What follows belongs to an exercise in optimizing a design on an open flow for small area, a short achievable clock period and few clock cycles per item; a production flow would make more cautious choices.
At most, simulation tests tie the RTL to the original design; equivalence was not proved.
The RTL of run 1 was laid out without a check of its function.

==> flow/design.v (outline; a module is shown in full before it is edited, if it fits) <==
// module ysyx_041461_CSA: 10 lines
// module ysyx_041461_PGn: 11 lines
// module ysyx_041461_PGp: 11 lines
// module ysyx_041461_HA: 9 lines
// module ysyx_041461_MUL: 1807 lines
module ysyx_041461_MUL(
    input  wire   [0:0]  clk             ,
    input  wire   [0:0]  rst             ,
    input  wire   [0:0]  MUL_valid_in    ,
    input  wire   [1:0]  MUL_signed      ,
    input  wire   [63:0] MUL_multiplicand,
    input  wire   [63:0] MUL_multiplier  ,
    output wire   [0:0]  MUL_valid_out   ,
    output wire   [63:0] MUL_result_hi   ,
    output wire   [63:0] MUL_result_lo
);
  // ...
==> flow/run.sh <==
#!/bin/bash
# synth_recipe.tcl (not shown) runs the flow's synth.tcl, then flattens the netlist and writes it again
# the make line also repeats each setting of config.mk as NAME=value (left out here)
make -C /OpenROAD-flow-scripts/flow DESIGN_CONFIG=/design/flow/config.mk WORK_HOME=/design/flow/orfs CLKGATE_MAP_FILE= SYNTH_SCRIPT=/design/flow/synth_recipe.tcl finish
==> flow/config.mk <==
export PLATFORM = sky130hd
export DESIGN_NAME = ysyx_041461_MUL
export DESIGN_NICKNAME = ysyx_041461_MUL
export VERILOG_FILES = /design/flow/design.v
export SDC_FILE = /design/flow/constraint.sdc
export NUM_CORES = 4
export LEC_CHECK = 0
export CAP_MARGIN = 20
export CELL_PAD_IN_SITES_DETAIL_PLACEMENT = 1
export CELL_PAD_IN_SITES_GLOBAL_PLACEMENT = 2
export CORE_MARGIN = 2
export CORE_UTILIZATION = 30
export CTS_CLUSTER_DIAMETER = 100
export CTS_CLUSTER_SIZE = 25
export SETUP_SLACK_MARGIN = 5
export SLEW_MARGIN = 20
export SYNTH_HIERARCHICAL = 1
==> flow/constraint.sdc <==
create_clock -name core_clock -period 8.0 [get_ports {clk}]
set_input_delay 1.6000 -clock core_clock [delete_from_list [all_inputs] [get_ports {clk}]]
set_output_delay 1.6000 -clock core_clock [all_outputs]
set_load 0.01 [all_outputs]
==> flow_summary.json, run 1 <==
{
  "outcome": "finished clean",
  "hold_violations": 0,
  "grt_usage": 0.197,
  "largest_class": "multi-input gates",
  "multi_input_gates": 1549,
  "tightest_slew_ps": 947,
  "place_area_sq_mm": 0.0273,
  "ff2ff_path_depth": 6,
  "overflow": 0,
  "min_path_type": "register to register",
  "area_growth_pct": 18.4,
  "fin_util": 0.359,
  "r2r_slack_ps": 5080,
  "dpl_worst_slack_ps": 4350,
  "critPathMostFrequentCell": "fa_1",
  "drc": 0,
  "met1_usage": 0.262,
  "slowest_stage": "fa_1",
  "cp_num_cells": 6,
  "clk_share": 0.0378,
  "reg.largest.list": "C (75), S (75), hi (66)",
  "viasPerCell": 5.09,
  "nNonClkBuffers": 288,
  "final_cell_mix": "354 x dfxtp_1, 315 x xnor2_1, 288 x a22oi_1",
  "ctsResizeCount": 145,
  "final.setup.tns_ps": 0,
  "worstPathRequired_ps": 8510
}
==> run 2: changes to the inputs <==
--- a/flow/design.v
+++ b/flow/design.v
@@ -94,21 +94,16 @@
 generate for (e = 0; e < 4; e = e + 1) begin : enc
     assign enc_neg[e] = ~mz & win[2*e+2];
     assign enc_one[e] = ~mz & (win[2*e+1] ^ win[2*e]);
     assign enc_two[e] = ~mz & ((win[2*e+2] & ~win[2*e+1] & ~win[2*e]) |
                                (~win[2*e+2] & win[2*e+1] & win[2*e]));
 end endgenerate
 reg [3:0] sel_neg0, sel_one0, sel_two0;
 always @(posedge clk) {sel_neg0, sel_one0, sel_two0} <= {enc_neg, enc_one, enc_two};
-reg [3:0] sel_neg1, sel_one1, sel_two1;
-always @(posedge clk or posedge rst) begin
-    if (rst) {sel_neg1, sel_one1, sel_two1} <= {12{1'b0}};
-    else     {sel_neg1, sel_one1, sel_two1} <= {enc_neg, enc_one, enc_two};
-end
 wire [65:0] pp0;
 wire [65:0] pp1;
 wire [65:0] pp2;
 wire [65:0] pp3;
 wire [65:0] Xs = {X[64], X};
 wire [65:0] X2 = {X, 1'b0};
 assign pp0[0] = ((Xs[0] & sel_one0[0]) | (X2[0] & sel_two0[0])) ^ sel_neg0[0];
 assign pp0[1] = ((Xs[1] & sel_one0[0]) | (X2[1] & sel_two0[0])) ^ sel_neg0[0];
@@ -138,49 +133,49 @@
 assign pp0[25] = ((Xs[25] & sel_one0[0]) | (X2[25] & sel_two0[0])) ^ sel_neg0[0];
 assign pp0[26] = ((Xs[26] & sel_one0[0]) | (X2[26] & sel_two0[0])) ^ sel_neg0[0];
 assign pp0[27] = ((Xs[27] & sel_one0[0]) | (X2[27] & sel_two0[0])) ^ sel_neg0[0];
 assign pp0[28] = ((Xs[28] & sel_one0[0]) | (X2[28] & sel_two0[0])) ^ sel_neg0[0];
 assign pp0[29] = ((Xs[29] & sel_one0[0]) | (X2[29] & sel_two0[0])) ^ sel_neg0[0];
 assign pp0[30] = ((Xs[30] & sel_one0[0]) | (X2[30] & sel_two0[0])) ^ sel_neg0[0];
 assign pp0[31] = ((Xs[31] & sel_one0[0]) | (X2[31] & sel_two0[0])) ^ sel_neg0[0];
 assign pp0[32] = ((Xs[32] & sel_one0[0]) | (X2[32] & sel_two0[0])) ^ sel_neg0[0];
-assign pp0[33] = ((Xs[33] & sel_one1[0]) | (X2[33] & sel_two1[0])) ^ sel_neg1[0];
-assign pp0[34] = ((Xs[34] & sel_one1[0]) | (X2[34] & sel_two1[0])) ^ sel_neg1[0];
-assign pp0[35] = ((Xs[35] & sel_one1[0]) | (X2[35] & sel_two1[0])) ^ sel_neg1[0];
-assign pp0[36] = ((Xs[36] & sel_one1[0]) | (X2[36] & sel_two1[0])) ^ sel_neg1[0];
-assign pp0[37] = ((Xs[37] & sel_one1[0]) | (X2[37] & sel_two1[0])) ^ sel_neg1[0];
-assign pp0[38] = ((Xs[38] & sel_one1[0]) | (X2[38] & sel_two1[0])) ^ sel_neg1[0];
-assign pp0[39] = ((Xs[39] & sel_one1[0]) | (X2[39] & sel_two1[0])) ^ sel_neg1[0];
-assign pp0[40] = ((Xs[40] & sel_one1[0]) | (X2[40] & sel_two1[0])) ^ sel_neg1[0];
-assign pp0[41] = ((Xs[41] & sel_one1[0]) | (X2[41] & sel_two1[0])) ^ sel_neg1[0];
-assign pp0[42] = ((Xs[42] & sel_one1[0]) | (X2[42] & sel_two1[0])) ^ sel_neg1[0];
-assign pp0[43] = ((Xs[43] & sel_one1[0]) | (X2[43] & sel_two1[0])) ^ sel_neg1[0];
-assign pp0[44] = ((Xs[44] & sel_one1[0]) | (X2[44] & sel_two1[0])) ^ sel_neg1[0];
-assign pp0[45] = ((Xs[45] & sel_one1[0]) | (X2[45] & sel_two1[0])) ^ sel_neg1[0];
-assign pp0[46] = ((Xs[46] & sel_one1[0]) | (X2[46] & sel_two1[0])) ^ sel_neg1[0];
-assign pp0[47] = ((Xs[47] & sel_one1[0]) | (X2[47] & sel_two1[0])) ^ sel_neg1[0];
-assign pp0[48] = ((Xs[48] & sel_one1[0]) | (X2[48] & sel_two1[0])) ^ sel_neg1[0];
-assign pp0[49] = ((Xs[49] & sel_one1[0]) | (X2[49] & sel_two1[0])) ^ sel_neg1[0];
-assign pp0[50] = ((Xs[50] & sel_one1[0]) | (X2[50] & sel_two1[0])) ^ sel_neg1[0];
-assign pp0[51] = ((Xs[51] & sel_one1[0]) | (X2[51] & sel_two1[0])) ^ sel_neg1[0];
-assign pp0[52] = ((Xs[52] & sel_one1[0]) | (X2[52] & sel_two1[0])) ^ sel_neg1[0];
-assign pp0[53] = ((Xs[53] & sel_one1[0]) | (X2[53] & sel_two1[0])) ^ sel_neg1[0];
-assign pp0[54] = ((Xs[54] & sel_one1[0]) | (X2[54] & sel_two1[0])) ^ sel_neg1[0];
-assign pp0[55] = ((Xs[55] & sel_one1[0]) | (X2[55] & sel_two1[0])) ^ sel_neg1[0];
-assign pp0[56] = ((Xs[56] & sel_one1[0]) | (X2[56] & sel_two1[0])) ^ sel_neg1[0];
-assign pp0[57] = ((Xs[57] & sel_one1[0]) | (X2[57] & sel_two1[0])) ^ sel_neg1[0];
-assign pp0[58] = ((Xs[58] & sel_one1[0]) | (X2[58] & sel_two1[0])) ^ sel_neg1[0];
-assign pp0[59] = ((Xs[59] & sel_one1[0]) | (X2[59] & sel_two1[0])) ^ sel_neg1[0];
-assign pp0[60] = ((Xs[60] & sel_one1[0]) | (X2[60] & sel_two1[0])) ^ sel_neg1[0];
-assign pp0[61] = ((Xs[61] & sel_one1[0]) | (X2[61] & sel_two1[0])) ^ sel_neg1[0];
-assign pp0[62] = ((Xs[62] & sel_one1[0]) | (X2[62] & sel_two1[0])) ^ sel_neg1[0];
-assign pp0[63] = ((Xs[63] & sel_one1[0]) | (X2[63] & sel_two1[0])) ^ sel_neg1[0];
-assign pp0[64] = ((Xs[64] & sel_one1[0]) | (X2[64] & sel_two1[0])) ^ sel_neg1[0];
-assign pp0[65] = ~((X[64] & (sel_one1[0] | sel_two1[0])) ^ sel_neg1[0]);
+assign pp0[33] = ((Xs[33] & sel_one0[0]) | (X2[33] & sel_two0[0])) ^ sel_neg0[0];
+assign pp0[34] = ((Xs[34] & sel_one0[0]) | (X2[34] & sel_two0[0])) ^ sel_neg0[0];
+assign pp0[35] = ((Xs[35] & sel_one0[0]) | (X2[35] & sel_two0[0])) ^ sel_neg0[0];
+assign pp0[36] = ((Xs[36] & sel_one0[0]) | (X2[36] & sel_two0[0])) ^ sel_neg0[0];
+assign pp0[37] = ((Xs[37] & sel_one0[0]) | (X2[37] & sel_two0[0])) ^ sel_neg0[0];
+assign pp0[38] = ((Xs[38] & sel_one0[0]) | (X2[38] & sel_two0[0])) ^ sel_neg0[0];
+assign pp0[39] = ((Xs[39] & sel_one0[0]) | (X2[39] & sel_two0[0])) ^ sel_neg0[0];
+assign pp0[40] = ((Xs[40] & sel_one0[0]) | (X2[40] & sel_two0[0])) ^ sel_neg0[0];
+assign pp0[41] = ((Xs[41] & sel_one0[0]) | (X2[41] & sel_two0[0])) ^ sel_neg0[0];
+assign pp0[42] = ((Xs[42] & sel_one0[0]) | (X2[42] & sel_two0[0])) ^ sel_neg0[0];
+assign pp0[43] = ((Xs[43] & sel_one0[0]) | (X2[43] & sel_two0[0])) ^ sel_neg0[0];
+assign pp0[44] = ((Xs[44] & sel_one0[0]) | (X2[44] & sel_two0[0])) ^ sel_neg0[0];
+assign pp0[45] = ((Xs[45] & sel_one0[0]) | (X2[45] & sel_two0[0])) ^ sel_neg0[0];
+assign pp0[46] = ((Xs[46] & sel_one0[0]) | (X2[46] & sel_two0[0])) ^ sel_neg0[0];
+assign pp0[47] = ((Xs[47] & sel_one0[0]) | (X2[47] & sel_two0[0])) ^ sel_neg0[0];
+assign pp0[48] = ((Xs[48] & sel_one0[0]) | (X2[48] & sel_two0[0])) ^ sel_neg0[0];
+assign pp0[49] = ((Xs[49] & sel_one0[0]) | (X2[49] & sel_two0[0])) ^ sel_neg0[0];
+assign pp0[50] = ((Xs[50] & sel_one0[0]) | (X2[50] & sel_two0[0])) ^ sel_neg0[0];
+assign pp0[51] = ((Xs[51] & sel_one0[0]) | (X2[51] & sel_two0[0])) ^ sel_neg0[0];
+assign pp0[52] = ((Xs[52] & sel_one0[0]) | (X2[52] & sel_two0[0])) ^ sel_neg0[0];
+assign pp0[53] = ((Xs[53] & sel_one0[0]) | (X2[53] & sel_two0[0])) ^ sel_neg0[0];
+assign pp0[54] = ((Xs[54] & sel_one0[0]) | (X2[54] & sel_two0[0])) ^ sel_neg0[0];
+assign pp0[55] = ((Xs[55] & sel_one0[0]) | (X2[55] & sel_two0[0])) ^ sel_neg0[0];
+assign pp0[56] = ((Xs[56] & sel_one0[0]) | (X2[56] & sel_two0[0])) ^ sel_neg0[0];
+assign pp0[57] = ((Xs[57] & sel_one0[0]) | (X2[57] & sel_two0[0])) ^ sel_neg0[0];
+assign pp0[58] = ((Xs[58] & sel_one0[0]) | (X2[58] & sel_two0[0])) ^ sel_neg0[0];
+assign pp0[59] = ((Xs[59] & sel_one0[0]) | (X2[59] & sel_two0[0])) ^ sel_neg0[0];
+assign pp0[60] = ((Xs[60] & sel_one0[0]) | (X2[60] & sel_two0[0])) ^ sel_neg0[0];
+assign pp0[61] = ((Xs[61] & sel_one0[0]) | (X2[61] & sel_two0[0])) ^ sel_neg0[0];
+assign pp0[62] = ((Xs[62] & sel_one0[0]) | (X2[62] & sel_two0[0])) ^ sel_neg0[0];
+assign pp0[63] = ((Xs[63] & sel_one0[0]) | (X2[63] & sel_two0[0])) ^ sel_neg0[0];
+assign pp0[64] = ((Xs[64] & sel_one0[0]) | (X2[64] & sel_two0[0])) ^ sel_neg0[0];
+assign pp0[65] = ~((X[64] & (sel_one0[0] | sel_two0[0])) ^ sel_neg0[0]);
 assign pp1[0] = ((Xs[0] & sel_one0[1]) | (X2[0] & sel_two0[1])) ^ sel_neg0[1];
 assign pp1[1] = ((Xs[1] & sel_one0[1]) | (X2[1] & sel_two0[1])) ^ sel_neg0[1];
 assign pp1[2] = ((Xs[2] & sel_one0[1]) | (X2[2] & sel_two0[1])) ^ sel_neg0[1];
 assign pp1[3] = ((Xs[3] & sel_one0[1]) | (X2[3] & sel_two0[1])) ^ sel_neg0[1];
 assign pp1[4] = ((Xs[4] & sel_one0[1]) | (X2[4] & sel_two0[1])) ^ sel_neg0[1];
 assign pp1[5] = ((Xs[5] & sel_one0[1]) | (X2[5] & sel_two0[1])) ^ sel_neg0[1];
 assign pp1[6] = ((Xs[6] & sel_one0[1]) | (X2[6] & sel_two0[1])) ^ sel_neg0[1];
 assign pp1[7] = ((Xs[7] & sel_one0[1]) | (X2[7] & sel_two0[1])) ^ sel_neg0[1];
@@ -204,49 +199,49 @@
 assign pp1[25] = ((Xs[25] & sel_one0[1]) | (X2[25] & sel_two0[1])) ^ sel_neg0[1];
 assign pp1[26] = ((Xs[26] & sel_one0[1]) | (X2[26] & sel_two0[1])) ^ sel_neg0[1];
 assign pp1[27] = ((Xs[27] & sel_one0[1]) | (X2[27] & sel_two0[1])) ^ sel_neg0[1];
 assign pp1[28] = ((Xs[28] & sel_one0[1]) | (X2[28] & sel_two0[1])) ^ sel_neg0[1];
 assign pp1[29] = ((Xs[29] & sel_one0[1]) | (X2[29] & sel_two0[1])) ^ sel_neg0[1];
 assign pp1[30] = ((Xs[30] & sel_one0[1]) | (X2[30] & sel_two0[1])) ^ sel_neg0[1];
 assign pp1[31] = ((Xs[31] & sel_one0[1]) | (X2[31] & sel_two0[1])) ^ sel_neg0[1];
 assign pp1[32] = ((Xs[32] & sel_one0[1]) | (X2[32] & sel_two0[1])) ^ sel_neg0[1];
-assign pp1[33] = ((Xs[33] & sel_one1[1]) | (X2[33] & sel_two1[1])) ^ sel_neg1[1];
-assign pp1[34] = ((Xs[34] & sel_one1[1]) | (X2[34] & sel_two1[1])) ^ sel_neg1[1];
-assign pp1[35] = ((Xs[35] & sel_one1[1]) | (X2[35] & sel_two1[1])) ^ sel_neg1[1];
-assign pp1[36] = ((Xs[36] & sel_one1[1]) | (X2[36] & sel_two1[1])) ^ sel_neg1[1];
-assign pp1[37] = ((Xs[37] & sel_one1[1]) | (X2[37] & sel_two1[1])) ^ sel_neg1[1];
-assign pp1[38] = ((Xs[38] & sel_one1[1]) | (X2[38] & sel_two1[1])) ^ sel_neg1[1];
-assign pp1[39] = ((Xs[39] & sel_one1[1]) | (X2[39] & sel_two1[1])) ^ sel_neg1[1];
-assign pp1[40] = ((Xs[40] & sel_one1[1]) | (X2[40] & sel_two1[1])) ^ sel_neg1[1];
-assign pp1[41] = ((Xs[41] & sel_one1[1]) | (X2[41] & sel_two1[1])) ^ sel_neg1[1];
-assign pp1[42] = ((Xs[42] & sel_one1[1]) | (X2[42] & sel_two1[1])) ^ sel_neg1[1];
-assign pp1[43] = ((Xs[43] & sel_one1[1]) | (X2[43] & sel_two1[1])) ^ sel_neg1[1];
-assign pp1[44] = ((Xs[44] & sel_one1[1]) | (X2[44] & sel_two1[1])) ^ sel_neg1[1];
-assign pp1[45] = ((Xs[45] & sel_one1[1]) | (X2[45] & sel_two1[1])) ^ sel_neg1[1];
-assign pp1[46] = ((Xs[46] & sel_one1[1]) | (X2[46] & sel_two1[1])) ^ sel_neg1[1];
-assign pp1[47] = ((Xs[47] & sel_one1[1]) | (X2[47] & sel_two1[1])) ^ sel_neg1[1];
-assign pp1[48] = ((Xs[48] & sel_one1[1]) | (X2[48] & sel_two1[1])) ^ sel_neg1[1];
-assign pp1[49] = ((Xs[49] & sel_one1[1]) | (X2[49] & sel_two1[1])) ^ sel_neg1[1];
-assign pp1[50] = ((Xs[50] & sel_one1[1]) | (X2[50] & sel_two1[1])) ^ sel_neg1[1];
-assign pp1[51] = ((Xs[51] & sel_one1[1]) | (X2[51] & sel_two1[1])) ^ sel_neg1[1];
-assign pp1[52] = ((Xs[52] & sel_one1[1]) | (X2[52] & sel_two1[1])) ^ sel_neg1[1];
-assign pp1[53] = ((Xs[53] & sel_one1[1]) | (X2[53] & sel_two1[1])) ^ sel_neg1[1];
-assign pp1[54] = ((Xs[54] & sel_one1[1]) | (X2[54] & sel_two1[1])) ^ sel_neg1[1];
-assign pp1[55] = ((Xs[55] & sel_one1[1]) | (X2[55] & sel_two1[1])) ^ sel_neg1[1];
-assign pp1[56] = ((Xs[56] & sel_one1[1]) | (X2[56] & sel_two1[1])) ^ sel_neg1[1];
-assign pp1[57] = ((Xs[57] & sel_one1[1]) | (X2[57] & sel_two1[1])) ^ sel_neg1[1];
-assign pp1[58] = ((Xs[58] & sel_one1[1]) | (X2[58] & sel_two1[1])) ^ sel_neg1[1];
-assign pp1[59] = ((Xs[59] & sel_one1[1]) | (X2[59] & sel_two1[1])) ^ sel_neg1[1];
-assign pp1[60] = ((Xs[60] & sel_one1[1]) | (X2[60] & sel_two1[1])) ^ sel_neg1[1];
-assign pp1[61] = ((Xs[61] & sel_one1[1]) | (X2[61] & sel_two1[1])) ^ sel_neg1[1];
-assign pp1[62] = ((Xs[62] & sel_one1[1]) | (X2[62] & sel_two1[1])) ^ sel_neg1[1];
-assign pp1[63] = ((Xs[63] & sel_one1[1]) | (X2[63] & sel_two1[1])) ^ sel_neg1[1];
-assign pp1[64] = ((Xs[64] & sel_one1[1]) | (X2[64] & sel_two1[1])) ^ sel_neg1[1];
-assign pp1[65] = ~((X[64] & (sel_one1[1] | sel_two1[1])) ^ sel_neg1[1]);
+assign pp1[33] = ((Xs[33] & sel_one0[1]) | (X2[33] & sel_two0[1])) ^ sel_neg0[1];
+assign pp1[34] = ((Xs[34] & sel_one0[1]) | (X2[34] & sel_two0[1])) ^ sel_neg0[1];
+assign pp1[35] = ((Xs[35] & sel_one0[1]) | (X2[35] & sel_two0[1])) ^ sel_neg0[1];
+assign pp1[36] = ((Xs[36] & sel_one0[1]) | (X2[36] & sel_two0[1])) ^ sel_neg0[1];
+assign pp1[37] = ((Xs[37] & sel_one0[1]) | (X2[37] & sel_two0[1])) ^ sel_neg0[1];
+assign pp1[38] = ((Xs[38] & sel_one0[1]) | (X2[38] & sel_two0[1])) ^ sel_neg0[1];
+assign pp1[39] = ((Xs[39] & sel_one0[1]) | (X2[39] & sel_two0[1])) ^ sel_neg0[1];
+assign pp1[40] = ((Xs[40] & sel_one0[1]) | (X2[40] & sel_two0[1])) ^ sel_neg0[1];
+assign pp1[41] = ((Xs[41] & sel_one0[1]) | (X2[41] & sel_two0[1])) ^ sel_neg0[1];
+assign pp1[42] = ((Xs[42] & sel_one0[1]) | (X2[42] & sel_two0[1])) ^ sel_neg0[1];
+assign pp1[43] = ((Xs[43] & sel_one0[1]) | (X2[43] & sel_two0[1])) ^ sel_neg0[1];
+assign pp1[44] = ((Xs[44] & sel_one0[1]) | (X2[44] & sel_two0[1])) ^ sel_neg0[1];
+assign pp1[45] = ((Xs[45] & sel_one0[1]) | (X2[45] & sel_two0[1])) ^ sel_neg0[1];
+assign pp1[46] = ((Xs[46] & sel_one0[1]) | (X2[46] & sel_two0[1])) ^ sel_neg0[1];
+assign pp1[47] = ((Xs[47] & sel_one0[1]) | (X2[47] & sel_two0[1])) ^ sel_neg0[1];
+assign pp1[48] = ((Xs[48] & sel_one0[1]) | (X2[48] & sel_two0[1])) ^ sel_neg0[1];
+assign pp1[49] = ((Xs[49] & sel_one0[1]) | (X2[49] & sel_two0[1])) ^ sel_neg0[1];
+assign pp1[50] = ((Xs[50] & sel_one0[1]) | (X2[50] & sel_two0[1])) ^ sel_neg0[1];
+assign pp1[51] = ((Xs[51] & sel_one0[1]) | (X2[51] & sel_two0[1])) ^ sel_neg0[1];
+assign pp1[52] = ((Xs[52] & sel_one0[1]) | (X2[52] & sel_two0[1])) ^ sel_neg0[1];
+assign pp1[53] = ((Xs[53] & sel_one0[1]) | (X2[53] & sel_two0[1])) ^ sel_neg0[1];
+assign pp1[54] = ((Xs[54] & sel_one0[1]) | (X2[54] & sel_two0[1])) ^ sel_neg0[1];
+assign pp1[55] = ((Xs[55] & sel_one0[1]) | (X2[55] & sel_two0[1])) ^ sel_neg0[1];
+assign pp1[56] = ((Xs[56] & sel_one0[1]) | (X2[56] & sel_two0[1])) ^ sel_neg0[1];
+assign pp1[57] = ((Xs[57] & sel_one0[1]) | (X2[57] & sel_two0[1])) ^ sel_neg0[1];
+assign pp1[58] = ((Xs[58] & sel_one0[1]) | (X2[58] & sel_two0[1])) ^ sel_neg0[1];
+assign pp1[59] = ((Xs[59] & sel_one0[1]) | (X2[59] & sel_two0[1])) ^ sel_neg0[1];
+assign pp1[60] = ((Xs[60] & sel_one0[1]) | (X2[60] & sel_two0[1])) ^ sel_neg0[1];
+assign pp1[61] = ((Xs[61] & sel_one0[1]) | (X2[61] & sel_two0[1])) ^ sel_neg0[1];
+assign pp1[62] = ((Xs[62] & sel_one0[1]) | (X2[62] & sel_two0[1])) ^ sel_neg0[1];
+assign pp1[63] = ((Xs[63] & sel_one0[1]) | (X2[63] & sel_two0[1])) ^ sel_neg0[1];
+assign pp1[64] = ((Xs[64] & sel_one0[1]) | (X2[64] & sel_two0[1])) ^ sel_neg0[1];
+assign pp1[65] = ~((X[64] & (sel_one0[1] | sel_two0[1])) ^ sel_neg0[1]);
 assign pp2[0] = ((Xs[0] & sel_one0[2]) | (X2[0] & sel_two0[2])) ^ sel_neg0[2];
 assign pp2[1] = ((Xs[1] & sel_one0[2]) | (X2[1] & sel_two0[2])) ^ sel_neg0[2];
 assign pp2[2] = ((Xs[2] & sel_one0[2]) | (X2[2] & sel_two0[2])) ^ sel_neg0[2];
 assign pp2[3] = ((Xs[3] & sel_one0[2]) | (X2[3] & sel_two0[2])) ^ sel_neg0[2];
 assign pp2[4] = ((Xs[4] & sel_one0[2]) | (X2[4] & sel_two0[2])) ^ sel_neg0[2];
 assign pp2[5] = ((Xs[5] & sel_one0[2]) | (X2[5] & sel_two0[2])) ^ sel_neg0[2];
 assign pp2[6] = ((Xs[6] & sel_one0[2]) | (X2[6] & sel_two0[2])) ^ sel_neg0[2];
 assign pp2[7] = ((Xs[7] & sel_one0[2]) | (X2[7] & sel_two0[2])) ^ sel_neg0[2];
@@ -270,49 +265,49 @@
 assign pp2[25] = ((Xs[25] & sel_one0[2]) | (X2[25] & sel_two0[2])) ^ sel_neg0[2];
 assign pp2[26] = ((Xs[26] & sel_one0[2]) | (X2[26] & sel_two0[2])) ^ sel_neg0[2];
 assign pp2[27] = ((Xs[27] & sel_one0[2]) | (X2[27] & sel_two0[2])) ^ sel_neg0[2];
 assign pp2[28] = ((Xs[28] & sel_one0[2]) | (X2[28] & sel_two0[2])) ^ sel_neg0[2];
 assign pp2[29] = ((Xs[29] & sel_one0[2]) | (X2[29] & sel_two0[2])) ^ sel_neg0[2];
 assign pp2[30] = ((Xs[30] & sel_one0[2]) | (X2[30] & sel_two0[2])) ^ sel_neg0[2];
 assign pp2[31] = ((Xs[31] & sel_one0[2]) | (X2[31] & sel_two0[2])) ^ sel_neg0[2];
 assign pp2[32] = ((Xs[32] & sel_one0[2]) | (X2[32] & sel_two0[2])) ^ sel_neg0[2];
-assign pp2[33] = ((Xs[33] & sel_one1[2]) | (X2[33] & sel_two1[2])) ^ sel_neg1[2];
-assign pp2[34] = ((Xs[34] & sel_one1[2]) | (X2[34] & sel_two1[2])) ^ sel_neg1[2];
-assign pp2[35] = ((Xs[35] & sel_one1[2]) | (X2[35] & sel_two1[2])) ^ sel_neg1[2];
-assign pp2[36] = ((Xs[36] & sel_one1[2]) | (X2[36] & sel_two1[2])) ^ sel_neg1[2];
-assign pp2[37] = ((Xs[37] & sel_one1[2]) | (X2[37] & sel_two1[2])) ^ sel_neg1[2];
-assign pp2[38] = ((Xs[38] & sel_one1[2]) | (X2[38] & sel_two1[2])) ^ sel_neg1[2];
-assign pp2[39] = ((Xs[39] & sel_one1[2]) | (X2[39] & sel_two1[2])) ^ sel_neg1[2];
-assign pp2[40] = ((Xs[40] & sel_one1[2]) | (X2[40] & sel_two1[2])) ^ sel_neg1[2];
-assign pp2[41] = ((Xs[41] & sel_one1[2]) | (X2[41] & sel_two1[2])) ^ sel_neg1[2];
-assign pp2[42] = ((Xs[42] & sel_one1[2]) | (X2[42] & sel_two1[2])) ^ sel_neg1[2];
-assign pp2[43] = ((Xs[43] & sel_one1[2]) | (X2[43] & sel_two1[2])) ^ sel_neg1[2];
-assign pp2[44] = ((Xs[44] & sel_one1[2]) | (X2[44] & sel_two1[2])) ^ sel_neg1[2];
-assign pp2[45] = ((Xs[45] & sel_one1[2]) | (X2[45] & sel_two1[2])) ^ sel_neg1[2];
-assign pp2[46] = ((Xs[46] & sel_one1[2]) | (X2[46] & sel_two1[2])) ^ sel_neg1[2];
-assign pp2[47] = ((Xs[47] & sel_one1[2]) | (X2[47] & sel_two1[2])) ^ sel_neg1[2];
-assign pp2[48] = ((Xs[48] & sel_one1[2]) | (X2[48] & sel_two1[2])) ^ sel_neg1[2];
-assign pp2[49] = ((Xs[49] & sel_one1[2]) | (X2[49] & sel_two1[2])) ^ sel_neg1[2];
-assign pp2[50] = ((Xs[50] & sel_one1[2]) | (X2[50] & sel_two1[2])) ^ sel_neg1[2];
-assign pp2[51] = ((Xs[51] & sel_one1[2]) | (X2[51] & sel_two1[2])) ^ sel_neg1[2];
-assign pp2[52] = ((Xs[52] & sel_one1[2]) | (X2[52] & sel_two1[2])) ^ sel_neg1[2];
-assign pp2[53] = ((Xs[53] & sel_one1[2]) | (X2[53] & sel_two1[2])) ^ sel_neg1[2];
-assign pp2[54] = ((Xs[54] & sel_one1[2]) | (X2[54] & sel_two1[2])) ^ sel_neg1[2];
-assign pp2[55] = ((Xs[55] & sel_one1[2]) | (X2[55] & sel_two1[2])) ^ sel_neg1[2];
-assign pp2[56] = ((Xs[56] & sel_one1[2]) | (X2[56] & sel_two1[2])) ^ sel_neg1[2];
-assign pp2[57] = ((Xs[57] & sel_one1[2]) | (X2[57] & sel_two1[2])) ^ sel_neg1[2];
-assign pp2[58] = ((Xs[58] & sel_one1[2]) | (X2[58] & sel_two1[2])) ^ sel_neg1[2];
-assign pp2[59] = ((Xs[59] & sel_one1[2]) | (X2[59] & sel_two1[2])) ^ sel_neg1[2];
-assign pp2[60] = ((Xs[60] & sel_one1[2]) | (X2[60] & sel_two1[2])) ^ sel_neg1[2];
-assign pp2[61] = ((Xs[61] & sel_one1[2]) | (X2[61] & sel_two1[2])) ^ sel_neg1[2];
-assign pp2[62] = ((Xs[62] & sel_one1[2]) | (X2[62] & sel_two1[2])) ^ sel_neg1[2];
-assign pp2[63] = ((Xs[63] & sel_one1[2]) | (X2[63] & sel_two1[2])) ^ sel_neg1[2];
-assign pp2[64] = ((Xs[64] & sel_one1[2]) | (X2[64] & sel_two1[2])) ^ sel_neg1[2];
-assign pp2[65] = ~((X[64] & (sel_one1[2] | sel_two1[2])) ^ sel_neg1[2]);
+assign pp2[33] = ((Xs[33] & sel_one0[2]) | (X2[33] & sel_two0[2])) ^ sel_neg0[2];
+assign pp2[34] = ((Xs[34] & sel_one0[2]) | (X2[34] & sel_two0[2])) ^ sel_neg0[2];
+assign pp2[35] = ((Xs[35] & sel_one0[2]) | (X2[35] & sel_two0[2])) ^ sel_neg0[2];
+assign pp2[36] = ((Xs[36] & sel_one0[2]) | (X2[36] & sel_two0[2])) ^ sel_neg0[2];
+assign pp2[37] = ((Xs[37] & sel_one0[2]) | (X2[37] & sel_two0[2])) ^ sel_neg0[2];
+assign pp2[38] = ((Xs[38] & sel_one0[2]) | (X2[38] & sel_two0[2])) ^ sel_neg0[2];
+assign pp2[39] = ((Xs[39] & sel_one0[2]) | (X2[39] & sel_two0[2])) ^ sel_neg0[2];
+assign pp2[40] = ((Xs[40] & sel_one0[2]) | (X2[40] & sel_two0[2])) ^ sel_neg0[2];
+assign pp2[41] = ((Xs[41] & sel_one0[2]) | (X2[41] & sel_two0[2])) ^ sel_neg0[2];
+assign pp2[42] = ((Xs[42] & sel_one0[2]) | (X2[42] & sel_two0[2])) ^ sel_neg0[2];
+assign pp2[43] = ((Xs[43] & sel_one0[2]) | (X2[43] & sel_two0[2])) ^ sel_neg0[2];
+assign pp2[44] = ((Xs[44] & sel_one0[2]) | (X2[44] & sel_two0[2])) ^ sel_neg0[2];
+assign pp2[45] = ((Xs[45] & sel_one0[2]) | (X2[45] & sel_two0[2])) ^ sel_neg0[2];
+assign pp2[46] = ((Xs[46] & sel_one0[2]) | (X2[46] & sel_two0[2])) ^ sel_neg0[2];
+assign pp2[47] = ((Xs[47] & sel_one0[2]) | (X2[47] & sel_two0[2])) ^ sel_neg0[2];
+assign pp2[48] = ((Xs[48] & sel_one0[2]) | (X2[48] & sel_two0[2])) ^ sel_neg0[2];
+assign pp2[49] = ((Xs[49] & sel_one0[2]) | (X2[49] & sel_two0[2])) ^ sel_neg0[2];
+assign pp2[50] = ((Xs[50] & sel_one0[2]) | (X2[50] & sel_two0[2])) ^ sel_neg0[2];
+assign pp2[51] = ((Xs[51] & sel_one0[2]) | (X2[51] & sel_two0[2])) ^ sel_neg0[2];
+assign pp2[52] = ((Xs[52] & sel_one0[2]) | (X2[52] & sel_two0[2])) ^ sel_neg0[2];
+assign pp2[53] = ((Xs[53] & sel_one0[2]) | (X2[53] & sel_two0[2])) ^ sel_neg0[2];
+assign pp2[54] = ((Xs[54] & sel_one0[2]) | (X2[54] & sel_two0[2])) ^ sel_neg0[2];
+assign pp2[55] = ((Xs[55] & sel_one0[2]) | (X2[55] & sel_two0[2])) ^ sel_neg0[2];
+assign pp2[56] = ((Xs[56] & sel_one0[2]) | (X2[56] & sel_two0[2])) ^ sel_neg0[2];
+assign pp2[57] = ((Xs[57] & sel_one0[2]) | (X2[57] & sel_two0[2])) ^ sel_neg0[2];
+assign pp2[58] = ((Xs[58] & sel_one0[2]) | (X2[58] & sel_two0[2])) ^ sel_neg0[2];
+assign pp2[59] = ((Xs[59] & sel_one0[2]) | (X2[59] & sel_two0[2])) ^ sel_neg0[2];
+assign pp2[60] = ((Xs[60] & sel_one0[2]) | (X2[60] & sel_two0[2])) ^ sel_neg0[2];
+assign pp2[61] = ((Xs[61] & sel_one0[2]) | (X2[61] & sel_two0[2])) ^ sel_neg0[2];
+assign pp2[62] = ((Xs[62] & sel_one0[2]) | (X2[62] & sel_two0[2])) ^ sel_neg0[2];
+assign pp2[63] = ((Xs[63] & sel_one0[2]) | (X2[63] & sel_two0[2])) ^ sel_neg0[2];
+assign pp2[64] = ((Xs[64] & sel_one0[2]) | (X2[64] & sel_two0[2])) ^ sel_neg0[2];
+assign pp2[65] = ~((X[64] & (sel_one0[2] | sel_two0[2])) ^ sel_neg0[2]);
 assign pp3[0] = ((Xs[0] & sel_one0[3]) | (X2[0] & sel_two0[3])) ^ sel_neg0[3];
 assign pp3[1] = ((Xs[1] & sel_one0[3]) | (X2[1] & sel_two0[3])) ^ sel_neg0[3];
 assign pp3[2] = ((Xs[2] & sel_one0[3]) | (X2[2] & sel_two0[3])) ^ sel_neg0[3];
 assign pp3[3] = ((Xs[3] & sel_one0[3]) | (X2[3] & sel_two0[3])) ^ sel_neg0[3];
 assign pp3[4] = ((Xs[4] & sel_one0[3]) | (X2[4] & sel_two0[3])) ^ sel_neg0[3];
 assign pp3[5] = ((Xs[5] & sel_one0[3]) | (X2[5] & sel_two0[3])) ^ sel_neg0[3];
 assign pp3[6] = ((Xs[6] & sel_one0[3]) | (X2[6] & sel_two0[3])) ^ sel_neg0[3];
 assign pp3[7] = ((Xs[7] & sel_one0[3]) | (X2[7] & sel_two0[3])) ^ sel_neg0[3];
@@ -336,49 +331,49 @@
 assign pp3[25] = ((Xs[25] & sel_one0[3]) | (X2[25] & sel_two0[3])) ^ sel_neg0[3];
 assign pp3[26] = ((Xs[26] & sel_one0[3]) | (X2[26] & sel_two0[3])) ^ sel_neg0[3];
 assign pp3[27] = ((Xs[27] & sel_one0[3]) | (X2[27] & sel_two0[3])) ^ sel_neg0[3];
 assign pp3[28] = ((Xs[28] & sel_one0[3]) | (X2[28] & sel_two0[3])) ^ sel_neg0[3];
 assign pp3[29] = ((Xs[29] & sel_one0[3]) | (X2[29] & sel_two0[3])) ^ sel_neg0[3];
 assign pp3[30] = ((Xs[30] & sel_one0[3]) | (X2[30] & sel_two0[3])) ^ sel_neg0[3];
 assign pp3[31] = ((Xs[31] & sel_one0[3]) | (X2[31] & sel_two0[3])) ^ sel_neg0[3];
 assign pp3[32] = ((Xs[32] & sel_one0[3]) | (X2[32] & sel_two0[3])) ^ sel_neg0[3];
-assign pp3[33] = ((Xs[33] & sel_one1[3]) | (X2[33] & sel_two1[3])) ^ sel_neg1[3];
-assign pp3[34] = ((Xs[34] & sel_one1[3]) | (X2[34] & sel_two1[3])) ^ sel_neg1[3];
-assign pp3[35] = ((Xs[35] & sel_one1[3]) | (X2[35] & sel_two1[3])) ^ sel_neg1[3];
-assign pp3[36] = ((Xs[36] & sel_one1[3]) | (X2[36] & sel_two1[3])) ^ sel_neg1[3];
-assign pp3[37] = ((Xs[37] & sel_one1[3]) | (X2[37] & sel_two1[3])) ^ sel_neg1[3];
-assign pp3[38] = ((Xs[38] & sel_one1[3]) | (X2[38] & sel_two1[3])) ^ sel_neg1[3];
-assign pp3[39] = ((Xs[39] & sel_one1[3]) | (X2[39] & sel_two1[3])) ^ sel_neg1[3];
-assign pp3[40] = ((Xs[40] & sel_one1[3]) | (X2[40] & sel_two1[3])) ^ sel_neg1[3];
-assign pp3[41] = ((Xs[41] & sel_one1[3]) | (X2[41] & sel_two1[3])) ^ sel_neg1[3];
-assign pp3[42] = ((Xs[42] & sel_one1[3]) | (X2[42] & sel_two1[3])) ^ sel_neg1[3];
-assign pp3[43] = ((Xs[43] & sel_one1[3]) | (X2[43] & sel_two1[3])) ^ sel_neg1[3];
-assign pp3[44] = ((Xs[44] & sel_one1[3]) | (X2[44] & sel_two1[3])) ^ sel_neg1[3];
-assign pp3[45] = ((Xs[45] & sel_one1[3]) | (X2[45] & sel_two1[3])) ^ sel_neg1[3];
-assign pp3[46] = ((Xs[46] & sel_one1[3]) | (X2[46] & sel_two1[3])) ^ sel_neg1[3];
-assign pp3[47] = ((Xs[47] & sel_one1[3]) | (X2[47] & sel_two1[3])) ^ sel_neg1[3];
-assign pp3[48] = ((Xs[48] & sel_one1[3]) | (X2[48] & sel_two1[3])) ^ sel_neg1[3];
-assign pp3[49] = ((Xs[49] & sel_one1[3]) | (X2[49] & sel_two1[3])) ^ sel_neg1[3];
-assign pp3[50] = ((Xs[50] & sel_one1[3]) | (X2[50] & sel_two1[3])) ^ sel_neg1[3];
-assign pp3[51] = ((Xs[51] & sel_one1[3]) | (X2[51] & sel_two1[3])) ^ sel_neg1[3];
-assign pp3[52] = ((Xs[52] & sel_one1[3]) | (X2[52] & sel_two1[3])) ^ sel_neg1[3];
-assign pp3[53] = ((Xs[53] & sel_one1[3]) | (X2[53] & sel_two1[3])) ^ sel_neg1[3];
-assign pp3[54] = ((Xs[54] & sel_one1[3]) | (X2[54] & sel_two1[3])) ^ sel_neg1[3];
-assign pp3[55] = ((Xs[55] & sel_one1[3]) | (X2[55] & sel_two1[3])) ^ sel_neg1[3];
-assign pp3[56] = ((Xs[56] & sel_one1[3]) | (X2[56] & sel_two1[3])) ^ sel_neg1[3];
-assign pp3[57] = ((Xs[57] & sel_one1[3]) | (X2[57] & sel_two1[3])) ^ sel_neg1[3];
-assign pp3[58] = ((Xs[58] & sel_one1[3]) | (X2[58] & sel_two1[3])) ^ sel_neg1[3];
-assign pp3[59] = ((Xs[59] & sel_one1[3]) | (X2[59] & sel_two1[3])) ^ sel_neg1[3];
-assign pp3[60] = ((Xs[60] & sel_one1[3]) | (X2[60] & sel_two1[3])) ^ sel_neg1[3];
-assign pp3[61] = ((Xs[61] & sel_one1[3]) | (X2[61] & sel_two1[3])) ^ sel_neg1[3];
-assign pp3[62] = ((Xs[62] & sel_one1[3]) | (X2[62] & sel_two1[3])) ^ sel_neg1[3];
-assign pp3[63] = ((Xs[63] & sel_one1[3]) | (X2[63] & sel_two1[3])) ^ sel_neg1[3];
-assign pp3[64] = ((Xs[64] & sel_one1[3]) | (X2[64] & sel_two1[3])) ^ sel_neg1[3];
-assign pp3[65] = ~((X[64] & (sel_one1[3] | sel_two1[3])) ^ sel_neg1[3]);
+assign pp3[33] = ((Xs[33] & sel_one0[3]) | (X2[33] & sel_two0[3])) ^ sel_neg0[3];
+assign pp3[34] = ((Xs[34] & sel_one0[3]) | (X2[34] & sel_two0[3])) ^ sel_neg0[3];
+assign pp3[35] = ((Xs[35] & sel_one0[3]) | (X2[35] & sel_two0[3])) ^ sel_neg0[3];
+assign pp3[36] = ((Xs[36] & sel_one0[3]) | (X2[36] & sel_two0[3])) ^ sel_neg0[3];
+assign pp3[37] = ((Xs[37] & sel_one0[3]) | (X2[37] & sel_two0[3])) ^ sel_neg0[3];
+assign pp3[38] = ((Xs[38] & sel_one0[3]) | (X2[38] & sel_two0[3])) ^ sel_neg0[3];
+assign pp3[39] = ((Xs[39] & sel_one0[3]) | (X2[39] & sel_two0[3])) ^ sel_neg0[3];
+assign pp3[40] = ((Xs[40] & sel_one0[3]) | (X2[40] & sel_two0[3])) ^ sel_neg0[3];
+assign pp3[41] = ((Xs[41] & sel_one0[3]) | (X2[41] & sel_two0[3])) ^ sel_neg0[3];
+assign pp3[42] = ((Xs[42] & sel_one0[3]) | (X2[42] & sel_two0[3])) ^ sel_neg0[3];
+assign pp3[43] = ((Xs[43] & sel_one0[3]) | (X2[43] & sel_two0[3])) ^ sel_neg0[3];
+assign pp3[44] = ((Xs[44] & sel_one0[3]) | (X2[44] & sel_two0[3])) ^ sel_neg0[3];
+assign pp3[45] = ((Xs[45] & sel_one0[3]) | (X2[45] & sel_two0[3])) ^ sel_neg0[3];
+assign pp3[46] = ((Xs[46] & sel_one0[3]) | (X2[46] & sel_two0[3])) ^ sel_neg0[3];
+assign pp3[47] = ((Xs[47] & sel_one0[3]) | (X2[47] & sel_two0[3])) ^ sel_neg0[3];
+assign pp3[48] = ((Xs[48] & sel_one0[3]) | (X2[48] & sel_two0[3])) ^ sel_neg0[3];
+assign pp3[49] = ((Xs[49] & sel_one0[3]) | (X2[49] & sel_two0[3])) ^ sel_neg0[3];
+assign pp3[50] = ((Xs[50] & sel_one0[3]) | (X2[50] & sel_two0[3])) ^ sel_neg0[3];
+assign pp3[51] = ((Xs[51] & sel_one0[3]) | (X2[51] & sel_two0[3])) ^ sel_neg0[3];
+assign pp3[52] = ((Xs[52] & sel_one0[3]) | (X2[52] & sel_two0[3])) ^ sel_neg0[3];
+assign pp3[53] = ((Xs[53] & sel_one0[3]) | (X2[53] & sel_two0[3])) ^ sel_neg0[3];
+assign pp3[54] = ((Xs[54] & sel_one0[3]) | (X2[54] & sel_two0[3])) ^ sel_neg0[3];
+assign pp3[55] = ((Xs[55] & sel_one0[3]) | (X2[55] & sel_two0[3])) ^ sel_neg0[3];
+assign pp3[56] = ((Xs[56] & sel_one0[3]) | (X2[56] & sel_two0[3])) ^ sel_neg0[3];
+assign pp3[57] = ((Xs[57] & sel_one0[3]) | (X2[57] & sel_two0[3])) ^ sel_neg0[3];
+assign pp3[58] = ((Xs[58] & sel_one0[3]) | (X2[58] & sel_two0[3])) ^ sel_neg0[3];
+assign pp3[59] = ((Xs[59] & sel_one0[3]) | (X2[59] & sel_two0[3])) ^ sel_neg0[3];
+assign pp3[60] = ((Xs[60] & sel_one0[3]) | (X2[60] & sel_two0[3])) ^ sel_neg0[3];
+assign pp3[61] = ((Xs[61] & sel_one0[3]) | (X2[61] & sel_two0[3])) ^ sel_neg0[3];
+assign pp3[62] = ((Xs[62] & sel_one0[3]) | (X2[62] & sel_two0[3])) ^ sel_neg0[3];
+assign pp3[63] = ((Xs[63] & sel_one0[3]) | (X2[63] & sel_two0[3])) ^ sel_neg0[3];
+assign pp3[64] = ((Xs[64] & sel_one0[3]) | (X2[64] & sel_two0[3])) ^ sel_neg0[3];
+assign pp3[65] = ~((X[64] & (sel_one0[3] | sel_two0[3])) ^ sel_neg0[3]);
 wire [2:0] neg_in = sel_neg0[2:0];
 reg [75:0] S, C;
 reg        n3;
 wire       b0 = b0_r;
 wire       q0 = b0 & X[64];
 wire [66:0] b0row = {~q0, q0, q0, X[63:0] & {64{b0}}};
 wire [69:0] s_in, c_in;
 assign s_in[0] = S[8] & ~first[0];
==> flow/config.mk (replaced) <==
export PLATFORM = sky130hd
export DESIGN_NAME = ysyx_041461_MUL
export DESIGN_NICKNAME = ysyx_041461_MUL
export VERILOG_FILES = /design/flow/design.v
export SDC_FILE = /design/flow/constraint.sdc
export NUM_CORES = 4
export LEC_CHECK = 0
export ABC_AREA = 1
export CAP_MARGIN = 20
export CELL_PAD_IN_SITES_DETAIL_PLACEMENT = 1
export CELL_PAD_IN_SITES_GLOBAL_PLACEMENT = 2
export CORE_MARGIN = 2
export CORE_UTILIZATION = 30
export CTS_CLUSTER_DIAMETER = 100
export CTS_CLUSTER_SIZE = 25
export SETUP_SLACK_MARGIN = 5
export SLEW_MARGIN = 20
export SYNTH_HIERARCHICAL = 1
==> flow_summary.json, run 2 <==
{
  "ff2ff_path_depth": 7,
  "maxCapViolations": 0,
  "place_hpwl_mm": 62.2,
  "critPathMostFrequentCell": "fa_1",
  "outcome": "finished clean",
  "cts.clk_slew.worst_paths_ps": 90,
  "grt_max_degree": 65,
  "io_buffers": 261,
  "num_io_pins": 262,
  "die_area_sq_mm": 0.0814,
  "placed_cells": 3573,
  "startpoint_type": "register",
  "setup_violations": 0,
  "std_cell_rows": 103,
  "worstHoldEndpoint": "Q[27]$_DFF_P_",
  "max_freq_mhz": 337,
  "diodes": 0,
  "layoutNonFillerInstCount": 3637,
  "clockBufferDepth": 3,
  "min_period_ps": 2960,
  "drc": 0,
  "overflow": 0,
  "r2r_start": "sel_one0[3]$_DFF_P_",
  "nets": 3047,
  "max_stage_delay_ps": 550,
  "synth.cell_area_sq_mm": 0.0237,
  "coreArea_sq_mm": 0.0786,
  "syn_area_per_cell_sq_um": 10.1,
  "insertion_delay_ps": 610,
  "routed_wl_mm": 84.0,
  "viasPerCell": 4.86,
  "rsz0062_at_grt": "yes",
  "worst_r2r_endpoint": "C[69]$_DFF_P_",
  "antenna_found_initial": 2,
  "drive_gt1_frac": 0.132,
  "r2r_slack_ps": 5040,
  "grt_pass1_wl_mm": 127,
  "arrival_ps": 3440,
  "worstPathRequired_ps": 8470,
  "slew_viol_final": 0,
  "crit_type": "register to register",
  "drtPass1Iterations": 5,
  "final_common_cell": "dfxtp_1",
  "slowest_stage": "fa_1",
  "yosysWarnings": 7,
  "finalCritPeriodShare": 0.370,
  "final.setup.tns_ps": 0,
  "start_util": 0.302,
  "path_cells": "inv_8 -> buf_8 -> o22ai_1 -> xor2_1 -> fa_1 -> fa_1 -> fa_1",
  "tightest_slew_ps": 546,
  "crit_path_end_kind": "register",
  "finClkSkew_ps": 32.5,
  "critical-path-top-delay-family": "adder cells",
  "hold_violations": 0,
  "timing.slew.headroom": 0.636,
  "final_cell_mix": "351 x dfxtp_1, 282 x xor2_1, 279 x nand2_1",
  "hp-start": "Q[35]$_DFF_P_",
  "gp_congestion": 0.843,
  "vias": 17694,
  "grt_usage": 0.203,
  "worst-path-buf-inv": 2,
  "post_drt_wl_per_cell_microns": 23.1,
  "hold_buffers": 0,
  "cts_root_buf": "clkbuf_16",
  "first_iter_violations": 686,
  "htreeDepth": 1,
  "min_path_type": "register to register",
  "syn_inst": 2354,
  "cp_max_fo": 36,
  "whs_path_depth": 0,
  "cts_tree": "built",
  "die_h_microns": 285,
  "chipWidth_microns": 285,
  "reg.largest.list": "C (75), S (75), hi (66)",
  "first_global_vias": 19904,
  "area_growth_pct": 20.0,
  "clock-sinks": 369,
  "detail-route-antenna-nets": 0,
  "cts_buffers": 25
}
[run 2: metal layers]
layer	track usage	routed length (microns)	vias up
met5	0	0	-
met4	0.0386	1780	0
met3	0.0262	3120	83
met2	0.346	40800	353
met1	0.276	38400	9063
li1	-	-	8195
[run 2: worst max-delay path by stage]
stage	startpoint	endpoint	cells after the start
2_1_floorplan	ph[1]$_DFF_PP0_	C[9]$_DFF_P_	8
3_3_place_gp	ph[1]$_DFF_PP0_	C[67]$_DFF_P_	8
3_5_place_dp	ph[1]$_DFF_PP0_	C[67]$_DFF_P_	8
4_1_cts	ph[1]$_DFF_PP0_	C[66]$_DFF_P_	8
5_1_grt	sel_one0[2]$_DFF_P_	C[69]$_DFF_P_	7
6_report	sel_one0[3]$_DFF_P_	C[69]$_DFF_P_	7
[run 2: final cells by class]
cell class / instances / area (sq um)
Multi-Input combinational cell: 1709 / 15100
Fill cell: 8927 / 50100
Timing Repair Buffer: 291 / 2980
Clock inverter: 17 / 270
Clock buffer: 29 / 641
Inverter: 172 / 704
Tap cell: 1050 / 1310
Sequential cell: 369 / 7470
[run 2: worst register-to-register path, stage by stage, from the launching register on]
cell	delay, ps
dfxtp_1	430
inv_8	230
buf_8	350
o22ai_1	210
xor2_1	180
fa_1	450
fa_1	550
fa_1	430
[run 2: metrics by stage]
stage	setup slack [ps]	utilization	cell area, sq um	hold WS [ps]
4_1_cts	4970	0.361	28300	348
3_5_place_dp	3670	0.346	27200	336
5_1_grt	4970	0.362	28500	353
2_1_floorplan	5270	-	23800	329
6_report	5040	0.362	28500	344
3_3_place_gp	3750	0.346	27200	333
[run 2: timing repair]
action | in CTS | in global routing
cloned | 4 | 3
endpoints found under the setup margin | 268 | 56
resized for setup | 182 | 33
hold endpoints to repair | 0 | 0
buffers inserted | 8 | 3
pin swaps | 1 | 2
Testbench counts of run 2, summed over its fixed seeds: cycles 26,400, items 2,400.
==> run 3: changes to the inputs <==
--- a/flow/config.mk
+++ b/flow/config.mk
@@ -7,3 +7,3 @@
 export LEC_CHECK = 0
-export ABC_AREA = 1
+export ABC_CLOCK_PERIOD_IN_PS = 2000
 export CAP_MARGIN = 20
==> flow_summary.json, run 3 <==
{
  "worstPathRequired_ps": 8470,
  "drtPass1Iterations": 4,
  "r2r_start": "sel_two0[0]$_DFF_P_",
  "slew_viol_final": 0,
  "detail-route-antenna-nets": 0,
  "worst_r2r_endpoint": "C[19]$_DFF_P_",
  "final_common_cell": "dfxtp_1",
  "tightest_slew_ps": 963,
  "finClkSkew_ps": 28.1,
  "chipWidth_microns": 284,
  "path_cells": "buf_6 -> a22oi_1 -> xnor2_1 -> fa_1 -> fa_1 -> fa_1",
  "whs_path_depth": 0,
  "gp_congestion": 0.805,
  "hold_violations": 0,
  "rsz0062_at_grt": "yes",
  "finalCritPeriodShare": 0.367,
  "synth.cell_area_sq_mm": 0.0236,
  "yosysWarnings": 7,
  "routed_wl_mm": 81.6,
  "clock-sinks": 369,
  "grt_pass1_wl_mm": 124,
  "hold_slack_ps": 340,
  "cts_buffers": 25,
  "multiInputGateArea_sq_mm": 0.0154,
  "setup_violations": 0,
  "cp_max_fo": 65,
  "syn_inst": 2121,
  "worst-path-buf-inv": 1,
  "slowest_stage": "fa_1",
  "syn_area_per_cell_sq_um": 11.1,
  "startpoint_type": "register",
  "crit_type": "register to register",
  "antenna_found_initial": 3,
  "first_global_vias": 19017,
  "clockBufferDepth": 3,
  "vias": 16667,
  "hp-start": "Q[32]$_DFF_P_",
  "r2r_slack_ps": 5060,
  "grt_max_degree": 85,
  "min_path_type": "register to register",
  "area_growth_pct": 18.5,
  "first_iter_violations": 875,
  "worstHoldEndpoint": "Q[24]$_DFF_P_",
  "htreeDepth": 1,
  "hold_buffers": 0,
  "outcome": "finished clean",
  "critical-path-top-delay-family": "adder cells",
  "timing.slew.headroom": 0.357,
  "coreArea_sq_mm": 0.0776,
  "ff2ff_path_depth": 6,
  "grt_usage": 0.200,
  "final.setup.tns_ps": 0,
  "maxCapViolations": 0,
  "cts.clk_slew.worst_paths_ps": 100,
  "met2_usage": 0.346,
  "nFillCells": 8505,
  "cts_root_buf": "clkbuf_16",
  "nets": 2735,
  "critPathMostFrequentCell": "fa_1",
  "place_hpwl_mm": 59.9,
  "max_stage_delay_ps": 620,
  "final_cell_mix": "346 x dfxtp_1, 315 x xnor2_1, 288 x a22oi_1",
  "io_buffers": 261,
  "max_freq_mhz": 341,
  "crit_path_end_kind": "register",
  "grtUsageMet3": 0.0243,
  "drive_gt1_frac": 0.137,
  "arrival_ps": 3410,
  "min_period_ps": 2940,
  "viasPerCell": 5.03,
  "die_area_sq_mm": 0.0808,
  "start_util": 0.304,
  "busiest_layer": "met2",
  "cts_tree": "built",
  "insertion_delay_ps": 610,
  "drc": 0,
  "met1_usage": 0.266,
  "reg.largest.list": "C (75), S (75), hi (66)",
  "post_drt_wl_per_cell_microns": 24.6,
  "die_h_microns": 284,
  "std_cell_rows": 102,
  "regArea_sq_mm": 0.00747,
  "num_io_pins": 262,
  "overflow": 0
}
## run 3: worst max-delay path by stage
stage | cells past startpoint | slack (ps) | from | to
floorplan | 9 | 5040 | ph[1]$_DFF_PP0_ | C[9]$_DFF_P_
detailed placement | 6 | 4580 | b0_r$_DFF_P_ | C[51]$_DFF_P_
CTS | 7 | 5010 | ph[1]$_DFF_PP0_ | C[9]$_DFF_P_
finish | 6 | 5060 | sel_two0[0]$_DFF_P_ | C[19]$_DFF_P_
global placement | 5 | 4650 | sel_neg0[1]$_DFF_P_ | C[63]$_DFF_P_
global route | 6 | 4980 | sel_two0[0]$_DFF_P_ | C[12]$_DFF_P_
## run 3: layout make-up
class	count	area share
sequential	369	0.268
clock buffer	28	0.0232
multi-input combinational	1549	0.550
antenna	2	0.000179
tap	1040	0.0466
clock inverter	16	0.00797
timing repair buffer	287	0.101
inverter	24	0.00323
## run 3: worst reg2reg max path: stages (launching register included)
cell and delay [ps]:
dfxtp_2 330, buf_6 410, a22oi_1 390, xnor2_1 190
fa_1 450, fa_1 620, fa_1 440
## run 3: what timing repair did
item,4_1_cts,5_1_grt
resized for setup,152,6
gates cloned,1,0
setup buffers,8,4
endpoints found under the setup margin,261,57
## run 3: layer usage
metal | vias up | routed length, microns
met5 | - | 0
met4 | 0 | 1740
met3 | 75 | 2810
met2 | 301 | 40400
met1 | 8737 | 36600
li1 | 7554 | -
## run 3: metrics by stage
stage                     utilization  instance area, sq um  worst slack, ps  std cells
after floorplan                     -                 23600             5040       2125
after global placement          0.347                 26900             4650       3256
after detailed placement        0.347                 26900             4580       3256
after CTS                       0.359                 27900             5010       3309
after global routing            0.360                 27900             4980       3313
final                           0.360                 27900             5060       3315
==> run 4: changes to the inputs <==
--- a/flow/config.mk
+++ b/flow/config.mk
@@ -7,3 +7,2 @@
 export LEC_CHECK = 0
-export ABC_CLOCK_PERIOD_IN_PS = 2000
 export CAP_MARGIN = 20
==> flow_summary.json, run 4 <==
{
  "fin_util": 0.360,
  "drive_gt1_frac": 0.137,
  "cts_buffers": 25,
  "critPathMostFrequentCell": "fa_1",
  "timing.slew.headroom": 0.357,
  "worstPathRequired_ps": 8470,
  "synth.cell_area_sq_mm": 0.0236,
  "die_h_microns": 284,
  "crit_start": "sel_two0[0]$_DFF_P_",
  "detail-route-antenna-nets": 0,
  "rsz0062_at_grt": "yes",
  "grt_pass1_wl_mm": 124,
  "clock-sinks": 369,
  "cts_root_buf": "clkbuf_16",
  "clockBufferDepth": 3,
  "multiInputGateArea_sq_mm": 0.0154,
  "vias": 16667,
  "routed_wl_mm": 81.6,
  "place_hpwl_mm": 59.9,
  "max_stage_delay_ps": 620,
  "slew_viol_final": 0,
  "post_drt_wl_per_cell_microns": 24.6,
  "final_common_cell": "dfxtp_1",
  "num_io_pins": 262,
  "first_iter_violations": 875,
  "grt_max_degree": 85,
  "path_cells": "buf_6 -> a22oi_1 -> xnor2_1 -> fa_1 -> fa_1 -> fa_1",
  "regArea_sq_mm": 0.00747,
  "reg.largest.list": "C (75), S (75), hi (66)",
  "drc": 0,
  "final.setup.tns_ps": 0,
  "yosysWarnings": 7,
  "slowest_stage": "fa_1",
  "coreArea_sq_mm": 0.0776,
  "finalCritPeriodShare": 0.367,
  "crit_path_end_kind": "register",
  "die_area_sq_mm": 0.0808,
  "drtPass1Iterations": 4,
  "min_period_ps": 2940,
  "area_growth_pct": 18.5,
  "startpoint_type": "register",
  "cts.clk_slew.worst_paths_ps": 100,
  "crit_type": "register to register",
  "r2r_slack_ps": 5060,
  "met2_usage": 0.346,
  "start_util": 0.304,
  "std_cell_rows": 102,
  "nets": 2735,
  "overflow": 0,
  "cts_tree": "built",
  "r2r_start": "sel_two0[0]$_DFF_P_",
  "final_cell_mix": "346 x dfxtp_1, 315 x xnor2_1, 288 x a22oi_1",
  "first_global_vias": 19017,
  "grt_usage": 0.200,
  "cp_max_fo": 65,
  "hp-start": "Q[32]$_DFF_P_",
  "min_path_type": "register to register",
  "syn_area_per_cell_sq_um": 11.1,
  "outcome": "finished clean",
  "tightest_slew_ps": 963,
  "viasPerCell": 5.03,
  "syn_inst": 2121,
  "met1_usage": 0.266,
  "grtUsageMet3": 0.0243,
  "antenna_found_initial": 3,
  "gp_congestion": 0.805,
  "hold_violations": 0,
  "setup_violations": 0,
  "arrival_ps": 3410,
  "hold_buffers": 0,
  "io_buffers": 261,
  "insertion_delay_ps": 610,
  "htreeDepth": 1,
  "nFillCells": 8505,
  "max_freq_mhz": 341,
  "busiest_layer": "met2",
  "chipWidth_microns": 284,
  "maxCapViolations": 0,
  "finClkSkew_ps": 28.1
}
run 4: critical path, delay by kind of cell, from the launching register on:
kind,cells,cell delay [ps]
DFF,1,330
buffers and inverters,1,410
xor gates and xnor gates,1,190
adders and majority gates,3,1510
AOI/OAI and AO/OA,1,230
run 4: final timing paths:
kind / to / depth (start not counted)
worst max-delay path: C[19]$_DFF_P_ / 6
worst min-delay path: Q[24]$_DFF_P_ / 0
worst max register to register: C[19]$_DFF_P_ / 6
worst min register to register: Q[24]$_DFF_P_ / 0
max in group asynchronous: idle$_DFF_PP1_ / 2
min in group asynchronous: ph[1]$_DFF_PP0_ / 2
run 4: cell type report:
type,instances,share of cell area
diodes,2,0.000179
repair buffers,287,0.101
clock inverters,16,0.00797
clock buffers,28,0.0232
flip-flops and latches,369,0.268
inverters,24,0.00323
well taps,1040,0.0466
multi-input cells,1549,0.550
run 4: through the flow:
stage / setup WS [ps] / area (sq um) / hold slack, ps / cells
finish: 5060 / 27900 / 340 / 3315
global route: 4980 / 27900 / 342 / 3313
CTS: 5010 / 27900 / 332 / 3309
detailed placement: 4580 / 26900 / 335 / 3256
global placement: 4650 / 26900 / 334 / 3256
floorplan: 5040 / 23600 / 329 / 2125
run 4: per-layer routing:
| metal | up-vias | routed length, microns |
|---|---|---|
| met5 | - | 0 |
| li1 | 7554 | - |
| met4 | 0 | 1740 |
| met3 | 75 | 2810 |
| met1 | 8737 | 36600 |
| met2 | 301 | 40400 |
run 4: repair_timing:
action	in CTS	in global routing
buffers inserted	8	4
setup endpoints to repair	261	57
gates resized for setup	152	6
gates cloned	1	0
==> run 5: changes to the inputs <==
--- a/flow/config.mk
+++ b/flow/config.mk
@@ -14,2 +14,3 @@
 export CTS_CLUSTER_SIZE = 25
+export PLACE_DENSITY = 0.75
 export SETUP_SLACK_MARGIN = 5
==> flow_summary.json, run 5 <==
{
  "syn_inst": 2121,
  "crit_type": "register to register",
  "reg.largest.list": "C (75), S (75), hi (66)",
  "final_common_cell": "dfxtp_1",
  "setup_violations": 0,
  "arrival_ps": 3490,
  "grt_usage": 0.187,
  "post_drt_wl_per_cell_microns": 23.2,
  "final_cell_mix": "345 x dfxtp_1, 315 x xnor2_1, 288 x a22oi_1",
  "multiInputGateArea_sq_mm": 0.0153,
  "grt_max_degree": 75,
  "tightest_slew_ps": 902,
  "r2r_slack_ps": 4980,
  "yosysWarnings": 7,
  "cts_tree": "built",
  "start_util": 0.304,
  "nFillCells": 8485,
  "final_area_sq_mm": 0.0278,
  "antenna_found_initial": 5,
  "cts.clk_slew.worst_paths_ps": 100,
  "htreeDepth": 1,
  "die_area_sq_mm": 0.0808,
  "timing.slew.headroom": 0.399,
  "vias": 16857,
  "viasPerCell": 5.10,
  "hold_buffers": 0,
  "drtPass1Iterations": 5,
  "cts_buffers": 24,
  "detail-route-antenna-nets": 0,
  "layoutNonFillerInstCount": 3306,
  "final.setup.tns_ps": 0,
  "maxCapViolations": 0,
  "crit_path_end_kind": "register",
  "slew_viol_final": 0,
  "nets": 2729,
  "place_hpwl_mm": 56.5,
  "die_h_microns": 284,
  "coreArea_sq_mm": 0.0776,
  "routed_wl_mm": 76.5,
  "cts_root_buf": "clkbuf_16",
  "worstPathRequired_ps": 8470,
  "io_buffers": 261,
  "gp_congestion": 0.831,
  "drc": 0,
  "area_growth_pct": 18.0,
  "cp_max_fo": 66,
  "startpoint_type": "register",
  "clock-sinks": 369,
  "syn_area_per_cell_sq_um": 11.1,
  "finalCritPeriodShare": 0.377,
  "drive_gt1_frac": 0.136,
  "chipWidth_microns": 284,
  "hold_slack_ps": 348,
  "synth.cell_area_sq_mm": 0.0236,
  "rsz0062_at_grt": "yes",
  "min_path_type": "register to register",
  "insertion_delay_ps": 600,
  "first_global_vias": 19046,
  "finClkSkew_ps": 29.9,
  "max_freq_mhz": 332,
  "grt_pass1_wl_mm": 118,
  "outcome": "finished clean",
  "num_io_pins": 262,
  "std_cell_rows": 102,
  "overflow": 0,
  "first_iter_violations": 1054,
  "min_period_ps": 3020,
  "regArea_sq_mm": 0.00747,
  "place_area_sq_mm": 0.0269,
  "placed_cells": 3257,
  "clockBufferDepth": 3,
  "hold_violations": 0
}
run 5: cell count changes in the layout (fill, tap and decap cells not counted), sizes merged, moves of 2 or more:
cell / change
clkinvlp: +2
inv: -4
clkbuf: -4
buf: -2
run 5: worst paths after layout:
check                                startpoint         endpoint  cells after the start
worst max-delay path            ph[1]$_DFF_PP0_     C[9]$_DFF_P_                      7
worst max register to register  ph[1]$_DFF_PP0_     C[9]$_DFF_P_                      7
worst min register to register    Q[37]$_DFF_P_    Q[29]$_DFF_P_                      0
min in group asynchronous                rst[0]  ph[4]$_DFF_PP0_                      2
max in group asynchronous                rst[0]   idle$_DFF_PP1_                      2
worst min-delay path              Q[37]$_DFF_P_    Q[29]$_DFF_P_                      0
run 5: worst max-delay path: stages, from the launching register on:
cell and delay (ps):
dfrtp_2 450, inv_2 60, buf_8 220, a22o_1 320, fa_1 430, fa_2 360
fa_1 540, fa_1 430
run 5: routing by layer:
layer | vias up | wire (microns) | global-route usage
li1 | 7525 | - | -
met1 | 8803 | 33300 | 0.249
met2 | 441 | 38500 | 0.326
met3 | 88 | 3270 | 0.0205
met4 | 0 | 1480 | 0.0408
met5 | - | 0 | 0
run 5: through the flow:
stage	utilization	worst slack (ps)
finish	0.359	4980
global route	0.359	4960
CTS	0.358	5000
detailed placement	0.347	4600
global placement	0.347	4650
floorplan	-	5040
run 5: cell type report:
type / count / area share
multi-input cells: 1548 / 0.551
flip-flops and latches: 369 / 0.268
diodes: 1 / 0.0000899
clock inverters: 15 / 0.00823
well taps: 1040 / 0.0468
inverters: 24 / 0.00324
repair buffers: 283 / 0.0992
clock buffers: 26 / 0.0226
run 5: what timing repair did:
action	4_1_cts	5_1_grt
endpoints found under the setup margin	259	81
setup buffers	4	2
gates cloned	0	1
gates resized for setup	149	10
